Source: an optimization exercise on an open RTL-to-GDS flow (aim: small area). Production flows keep margins and buffers that such runs may drop.
RTL that was checked went through simulation tests only; none was proved equivalent to the original.
The clock input has no modelled driver; a real chip could not lean on it and would need a root buffer or a full tree.
Power figures rest on the tool's default switching activity, not on a simulated workload.

Setup of rev 12:
// cq
module cq(input wire clk, reset, wr, rd, input wire[15:0] din, output wire empty, full, output wire[15:0] dout);
    reg [7:0] p;    
    reg [15:0] e0, e1, e2, e3, e4, e5, e6;
    assign empty = p[0];
    assign full  = p[7];
    wire push = wr & ~full;
    wire pop  = rd & ~empty;
    always @(posedge clk) begin
        if (reset) p <= 8'd1;
        else if (push & ~pop) p <= {p[6:0], 1'b0};
        else if (pop & ~push) p <= {1'b0, p[7:1]};
    end
    always @(posedge clk) if (push) begin
        e0 <= din; e1 <= e0; e2 <= e1; e3 <= e2; e4 <= e3; e5 <= e4; e6 <= e5;
    end
    assign dout = ({16{p[1]}} & e0) | ({16{p[2]}} & e1) | ({16{p[3]}} & e2) |
                  ({16{p[4]}} & e3) | ({16{p[5]}} & e4) | ({16{p[6]}} & e5) |
                  ({16{p[7]}} & e6);
endmodule
For scale: ~230 cells after synthesis, about 120 flip-flops, about 38 I/O pins, about 4300 um2 of cells after synthesis.
make LEC_CHECK=0 CAP_MARGIN=20 CORE_MARGIN=2 CORE_UTILIZATION=60 CTS_BUF_LIST=sky130_fd_sc_hd__clkbuf_8 CTS_CLUSTER_SIZE=30 SLEW_MARGIN=20 finish   # period 5.0 ns
run.sh (not shown) runs the stock make flow with config.mk's settings and CLKGATE_MAP_FILE= SYNTH_SCRIPT=/design/flow/synth_recipe.tcl, a recipe that flattens the netlist after the stock synthesis.
Both conditions hold for rev 12: the flow ran to the end and the final layout passed the timing, DRC and antenna checks.
Input changes introduced in rev 13 (baseline for comparison: rev 12):
Settings: CTS_CLUSTER_SIZE: 30 -> 20; CORE_UTILIZATION: 60 -> 70; CTS_BUF_LIST: sky130_fd_sc_hd__clkbuf_8 -> sky130_fd_sc_hd__clkbuf_4.
==> flow/flow/run.sh (new file) <==
#!/bin/bash
# Standard ORFS layout, with the port buffers made as sky130_fd_sc_hd__buf_1
# and a clock tree without dummy loads.
set -euo pipefail
bash standard.sh synth > synth.log 2>&1
export BUFFER_PORTS_ARGS="-buffer_cell sky130_fd_sc_hd__buf_1"
export CTS_ARGS="-sink_clustering_enable -repair_clock_nets -dont_use_dummy_load -buf_list sky130_fd_sc_hd__clkbuf_16 -sink_clustering_size 60 -sink_clustering_max_diameter 300"
bash standard.sh > layout.log 2>&1
==> flow/standard.sh (new file) <==
#!/bin/bash
# synth_recipe.tcl (not shown) runs the flow's synth.tcl, then flattens the netlist and writes it again
# the make line also repeats each setting of config.mk as NAME=value (left out here)
make -C /OpenROAD-flow-scripts/flow DESIGN_CONFIG=/design/flow/config.mk WORK_HOME=/design/flow/orfs CLKGATE_MAP_FILE= SYNTH_SCRIPT=/design/flow/synth_recipe.tcl "${@:-finish}"
removed: flow/run.sh
==> notes.md <==
- Sort rev 12 and rev 13 by relative area change from synthesis to final layout asc -> top: rev 13
- Compare rev 12 and rev 13 | post-route fraction of the period consumed by the critical path higher: rev 12
- Rev 13 — final critical delay including setup and external delays 0.33 ns lower, rev 12 as reference
- Diff rev 12 -> rev 13 | total power | down slightly
- When the final numbers for rev 12 and rev 13 were put side by side, the worst slack after detailed placement turned out to be greater in rev 13.
Function was not checked in any run of this note: the RTL went through the layout flow alone.

* * *

Setup of the previous run:
cq again, from the RTL that the note above started with.
Settings: LEC_CHECK=0, CAP_MARGIN=20, CORE_MARGIN=2, CORE_UTILIZATION=70, CTS_BUF_LIST=sky130_fd_sc_hd__clkbuf_4, CTS_CLUSTER_SIZE=20, SLEW_MARGIN=20; clock period 5.0 ns.
standard.sh (not shown) runs the stock make flow with config.mk's settings and CLKGATE_MAP_FILE= SYNTH_SCRIPT=/design/flow/synth_recipe.tcl, a recipe that flattens the netlist after the stock synthesis.
==> flow/flow/run.sh <==
#!/bin/bash
# Standard ORFS layout, with the port buffers made as sky130_fd_sc_hd__buf_1
# and a clock tree without dummy loads.
set -euo pipefail
bash standard.sh synth > synth.log 2>&1
export BUFFER_PORTS_ARGS="-buffer_cell sky130_fd_sc_hd__buf_1"
export CTS_ARGS="-sink_clustering_enable -repair_clock_nets -dont_use_dummy_load -buf_list sky130_fd_sc_hd__clkbuf_8 -sink_clustering_size 30"
bash standard.sh > layout.log 2>&1
The previous run: no failed stages, no open violations at the end
Changes in the current run relative to the previous run:
==> flow/flow/run.sh <==
#!/bin/bash
# Standard ORFS layout, with the port buffers made as sky130_fd_sc_hd__buf_1.
set -euo pipefail
bash standard.sh synth > synth.log 2>&1
BUFFER_PORTS_ARGS="-buffer_cell sky130_fd_sc_hd__buf_1" bash standard.sh > layout.log 2>&1
==> notes.md <==
The current run finished end to end and its layout was clean on timing, DRC and antenna. Looking at global-route usage across the previous run and the current run, the one that comes out lower is the current run. Post-route worst setup slack for the current run: 0.065 ns down relative to the previous run. Comparing the current run against the previous run, there is no change at all in number of endpoints failing setup at the final stage. [compare] base=the previous run new=the current run: total length of routed wires has decreased; post-layout minimum cycle time has increased; non-clock buffer contribution to total cell area has remained practically unchanged; maximum operating frequency has decreased; sequential power has remained practically unchanged. Summary — part of the power in combinational logic, the current run relative to the previous run: lower, by 0.3 points. Power, the previous run and the current run: smaller value in the previous run. Final-layout fill cell count went up slightly going from the previous run to the current run.
No functional check of the RTL was part of any run of this note.

* * *

cq, a different RTL version from the one above (not shown whole).
Size in the first run: about 120 flip-flops, roughly 38 I/O pins.
export LEC_CHECK = 0
export CAP_MARGIN = 20
export CORE_MARGIN = 2
export CORE_UTILIZATION = 70
export CTS_BUF_LIST = sky130_fd_sc_hd__clkbuf_4
export CTS_CLUSTER_SIZE = 20
export SLEW_MARGIN = 20
create_clock -name core_clock -period 5.0 [get_ports {clk}]
run.sh (not shown) runs the stock make flow with config.mk's settings and CLKGATE_MAP_FILE= SYNTH_SCRIPT=/design/flow/synth_recipe.tcl, a recipe that flattens the netlist after the stock synthesis.
Stock flow here: none of the scripts above is used.
The first run finished with timing, DRC and antenna clean.
Next try:
- CORE_UTILIZATION: 70 -> 80
- CTS_BUF_LIST: sky130_fd_sc_hd__clkbuf_4 -> sky130_fd_sc_hd__clkbuf_8
- CTS_CLUSTER_SIZE: 20 -> 30
Now the flow ended with an error in 4_1_cts on DPL-0038. Area after synthesis stays the same. Synthesized cell count stays the same.
Function was not checked in any run of this note: the RTL went through the layout flow alone.

* * *

cq, a different RTL version from the one above (not shown whole).
Size in the first run: about 200 cells after synthesis, about 120 flip-flops, ~38 I/O pins.
export LEC_CHECK = 0
export CAP_MARGIN = 20
export CORE_MARGIN = 2
export CORE_UTILIZATION = 55
export SLEW_MARGIN = 20
export SYNTH_HIERARCHICAL = 1
create_clock -name core_clock -period 5.0 [get_ports {clk}]
standard.sh (not shown) runs the stock make flow with config.mk's settings and CLKGATE_MAP_FILE= SYNTH_SCRIPT=/design/flow/synth_recipe.tcl, a recipe that flattens the netlist after the stock synthesis.
==> flow/flow/run.sh <==
#!/bin/bash
# Standard ORFS layout, with the port buffers made as sky130_fd_sc_hd__buf_1
# and a clock tree built by flow/cts_pre.tcl (see there).
set -euo pipefail
here=$(pwd)
bash standard.sh synth > synth.log 2>&1
export BUFFER_PORTS_ARGS="-buffer_cell sky130_fd_sc_hd__buf_1"
export PRE_CTS_TCL="$here/flow/cts_pre.tcl"
bash standard.sh > layout.log 2>&1
==> flow/flow/cts_pre.tcl <==
# Sourced by ORFS's cts.tcl before clock_tree_synthesis (PRE_CTS_TCL).
# Builds the clock tree here: the flip-flops are split by place into
# balanced groups, each driven by one clock buffer at its centre, and the
# group buffers are driven by one root buffer fed by the clock port.
# TritonCTS is then skipped.
source [file join [file dirname [info script]] mytree.tcl]
mytree 6 sky130_fd_sc_hd__clkbuf_8 sky130_fd_sc_hd__clkbuf_4
set_propagated_clock [all_clocks]
proc clock_tree_synthesis {args} {
  puts "clock tree built by cts_pre.tcl; clock_tree_synthesis skipped"
}
==> flow/flow/mytree.tcl <==
# Manual clock tree: cluster the flip-flops by place into K groups (k-means),
# give each group a clock buffer at its centre, and drive the group buffers
# from one root buffer next to the clock port.
proc mytree {K leafcell rootcell} {
  set block [ord::get_db_block]
  set db [ord::get_db]
  set clknet [$block findNet clk]
  set lm [$db findMaster $leafcell]
  set rm [$db findMaster $rootcell]
  set sinks {}
  foreach it [$clknet getITerms] {
    set inst [$it getInst]
    set bb [$inst getBBox]
    lappend sinks [list $it [expr {([$bb xMin]+[$bb xMax])/2.0}] [expr {([$bb yMin]+[$bb yMax])/2.0}]]
  }
  set n [llength $sinks]
  # k-means, seeded by sorting on y then x
  set sorted [lsort -real -index 2 $sinks]
  set cx {}; set cy {}
  for {set k 0} {$k < $K} {incr k} {
    set s [lindex $sorted [expr {int(($k + 0.5) * $n / $K)}]]
    lappend cx [lindex $s 1]; lappend cy [lindex $s 2]
  }
  for {set iter 0} {$iter < 50} {incr iter} {
    set asg {}
    foreach s $sinks {
      set best 0; set bd 1e30
      for {set k 0} {$k < $K} {incr k} {
        set d [expr {abs([lindex $s 1]-[lindex $cx $k]) + abs([lindex $s 2]-[lindex $cy $k])}]
        if {$d < $bd} {set bd $d; set best $k}
      }
      lappend asg $best
    }
    set sx [lrepeat $K 0.0]; set sy [lrepeat $K 0.0]; set cnt [lrepeat $K 0]
    foreach s $sinks a $asg {
      lset sx $a [expr {[lindex $sx $a] + [lindex $s 1]}]
      lset sy $a [expr {[lindex $sy $a] + [lindex $s 2]}]
      lset cnt $a [expr {[lindex $cnt $a] + 1}]
    }
    for {set k 0} {$k < $K} {incr k} {
      if {[lindex $cnt $k] > 0} {
        lset cx $k [expr {[lindex $sx $k] / [lindex $cnt $k]}]
        lset cy $k [expr {[lindex $sy $k] / [lindex $cnt $k]}]
      }
    }
  }
  # balance: move the sinks farthest from their centre out of clusters over
  # capacity into the nearest cluster with room
  set cap [expr {int(ceil(double($n) / $K))}]
  for {set pass 0} {$pass < 200} {incr pass} {
    set over -1
    for {set k 0} {$k < $K} {incr k} { if {[lindex $cnt $k] > $cap} { set over $k; break } }
    if {$over < 0} break
    set far -1; set fd -1
    set i 0
    foreach s $sinks a $asg {
      if {$a == $over} {
        set d [expr {abs([lindex $s 1]-[lindex $cx $a]) + abs([lindex $s 2]-[lindex $cy $a])}]
        set bd 1e30
        for {set k 0} {$k < $K} {incr k} {
          if {[lindex $cnt $k] < $cap} {
            set dd [expr {abs([lindex $s 1]-[lindex $cx $k]) + abs([lindex $s 2]-[lindex $cy $k])}]
            if {$dd < $bd} { set bd $dd; set bk $k }
          }
        }
        set cost [expr {$bd - $d}]
        if {$far < 0 || $cost < $fd} { set far $i; set fd $cost; set fk $bk }
      }
      incr i
    }
    lset asg $far $fk
    lset cnt $over [expr {[lindex $cnt $over] - 1}]
    lset cnt $fk [expr {[lindex $cnt $fk] + 1}]
  }
  # recentre
  set sx [lrepeat $K 0.0]; set sy [lrepeat $K 0.0]
  foreach s $sinks a $asg {
    lset sx $a [expr {[lindex $sx $a] + [lindex $s 1]}]
    lset sy $a [expr {[lindex $sy $a] + [lindex $s 2]}]
  }
  for {set k 0} {$k < $K} {incr k} {
    lset cx $k [expr {[lindex $sx $k] / [lindex $cnt $k]}]
    lset cy $k [expr {[lindex $sy $k] / [lindex $cnt $k]}]
  }
  puts "mytree: cluster sizes $cnt"
  # root buffer at the centre of the leaf buffers
  set rx 0.0; set ry 0.0
  for {set k 0} {$k < $K} {incr k} { set rx [expr {$rx + [lindex $cx $k]/$K}]; set ry [expr {$ry + [lindex $cy $k]/$K}] }
  set root [odb::dbInst_create $block $rm "clkbuf_root"]
  $root setLocation [expr {int($rx)}] [expr {int($ry)}]
  $root setPlacementStatus PLACED
  set rnet [odb::dbNet_create $block "clknet_root"]
  $rnet setSigType CLOCK
  [$root findITerm A] connect $clknet
  [$root findITerm X] connect $rnet
  for {set k 0} {$k < $K} {incr k} {
    set b [odb::dbInst_create $block $lm "clkbuf_leaf_$k"]
    $b setLocation [expr {int([lindex $cx $k])}] [expr {int([lindex $cy $k])}]
    $b setPlacementStatus PLACED
    set net [odb::dbNet_create $block "clknet_leaf_$k"]
    $net setSigType CLOCK
    [$b findITerm A] connect $rnet
    [$b findITerm X] connect $net
    foreach s $sinks a $asg {
      if {$a == $k} {
        set it [lindex $s 0]
        $it disconnect
        $it connect $net
      }
    }
  }
}
The first run completed with no timing, DRC or antenna violations.
Then changed:
==> flow/flow/cts_pre.tcl (replaced) <==
# Sourced by ORFS's cts.tcl before clock_tree_synthesis (PRE_CTS_TCL).
# Builds the clock tree here: the flip-flops are split by place into
# balanced groups, each driven by one clock inverter at its centre, and the
# group inverters are driven by one root inverter fed by the clock port.
# TritonCTS and repair_clock_inverters are then skipped.
source [file join [file dirname [info script]] mytree.tcl]
mytree 6 sky130_fd_sc_hd__clkinv_4 sky130_fd_sc_hd__clkinv_8
set_propagated_clock [all_clocks]
# The tree is made of inverters: keep repair_clock_inverters from cloning them.
proc repair_clock_inverters {args} {
  puts "clock inverters placed by cts_pre.tcl; repair_clock_inverters skipped"
}
proc clock_tree_synthesis {args} {
  puts "clock tree built by cts_pre.tcl; clock_tree_synthesis skipped"
}
--- a/flow/flow/mytree.tcl
+++ b/flow/flow/mytree.tcl
@@ -1,2 +1,8 @@
+proc outterm {inst} {
+  foreach it [$inst getITerms] {
+    if {[$it isOutputSignal]} { return $it }
+  }
+}
+
 # Manual clock tree: cluster the flip-flops by place into K groups (k-means),
 # give each group a clock buffer at its centre, and drive the group buffers
@@ -93,5 +99,5 @@
   $rnet setSigType CLOCK
   [$root findITerm A] connect $clknet
-  [$root findITerm X] connect $rnet
+  [outterm $root] connect $rnet
   for {set k 0} {$k < $K} {incr k} {
     set b [odb::dbInst_create $block $lm "clkbuf_leaf_$k"]
@@ -101,5 +107,5 @@
     $net setSigType CLOCK
     [$b findITerm A] connect $rnet
-    [$b findITerm X] connect $net
+    [outterm $b] connect $net
     foreach s $sinks a $asg {
       if {$a == $k} {
Outcome:
- The changed run completed without violations
- power is lower by 2.7%
- die area is unchanged
- utilization goes down by 0.30 points
- cell area is lower by 0.48%
- setup slack gains 0.21 ns
- synthesized cell count does not change
Then changed:
--- a/flow/flow/cts_pre.tcl
+++ b/flow/flow/cts_pre.tcl
@@ -5,5 +5,5 @@
 # TritonCTS and repair_clock_inverters are then skipped.
 source [file join [file dirname [info script]] mytree.tcl]
-mytree 6 sky130_fd_sc_hd__clkinv_4 sky130_fd_sc_hd__clkinv_8
+mytree 7 sky130_fd_sc_hd__clkinv_4 sky130_fd_sc_hd__clkinv_8
 set_propagated_clock [all_clocks]
 # The tree is made of inverters: keep repair_clock_inverters from cloning them.
Effect: Register-to-register slack gains 0.04 ns. Final area hardly moves. Synthesized area is unchanged. Die area stays the same. Core utilization goes up by 0.12 points. Worst setup slack gains 0.0060 ns. Total power came out higher by about 0.34%. Wire length climbs by 0.33%.
In every run of this note, the design's own scripts or RTL, not TritonCTS, make the clock network.

[afterwards: timing with drivers on the ports]
The flow's constraints put no driver on any port. The routed layouts listed below were extracted and timed again, unchanged, in two steps.
Step 1, drivers: a clkbuf_16 drives clk and a buf_2 each remaining input, both assumed.
Step 2, shift: input delay + t, output delay - t, t = (earliest + latest rising clock arrival at the registers) / 2. This alone moves slack from input paths to output paths.
Three values: no drivers, after step 1, after step 2; two values: the first two.
| run | t, ns | setup slack, ns | worst setup path at the end |
|---|---|---|---|
| rev 12 | 0.438 | 1.726 / 1.694 / 1.818 | input to register |
| rev 13 | 0.426 | 2.056 / 2.022 / 1.818 | input to register |
| the previous run | 0.442 | 2.061 / 2.027 / 1.844 | input to register |
| the current run | 0.512 | 1.996 / 1.968 / 1.894 | input to register |
| the first run of note 3 | 0.533 | 0.596 / 0.567 / 1.100 | register to output |
| the first run of note 4 | 0.445 | 1.663 / 1.637 / 2.082 | register to output |
| the second run of note 4 | 0.258 | 1.871 / 1.820 / 2.078 | register to output |
| the third run of note 4 | 0.264 | 1.877 / 1.827 / 2.090 | register to output |
After both steps setup and hold are still met in every run listed. For rev 13, which loses most, drivers alone change the setup slack by -0.034 ns; drivers and shift together by -0.238 ns.
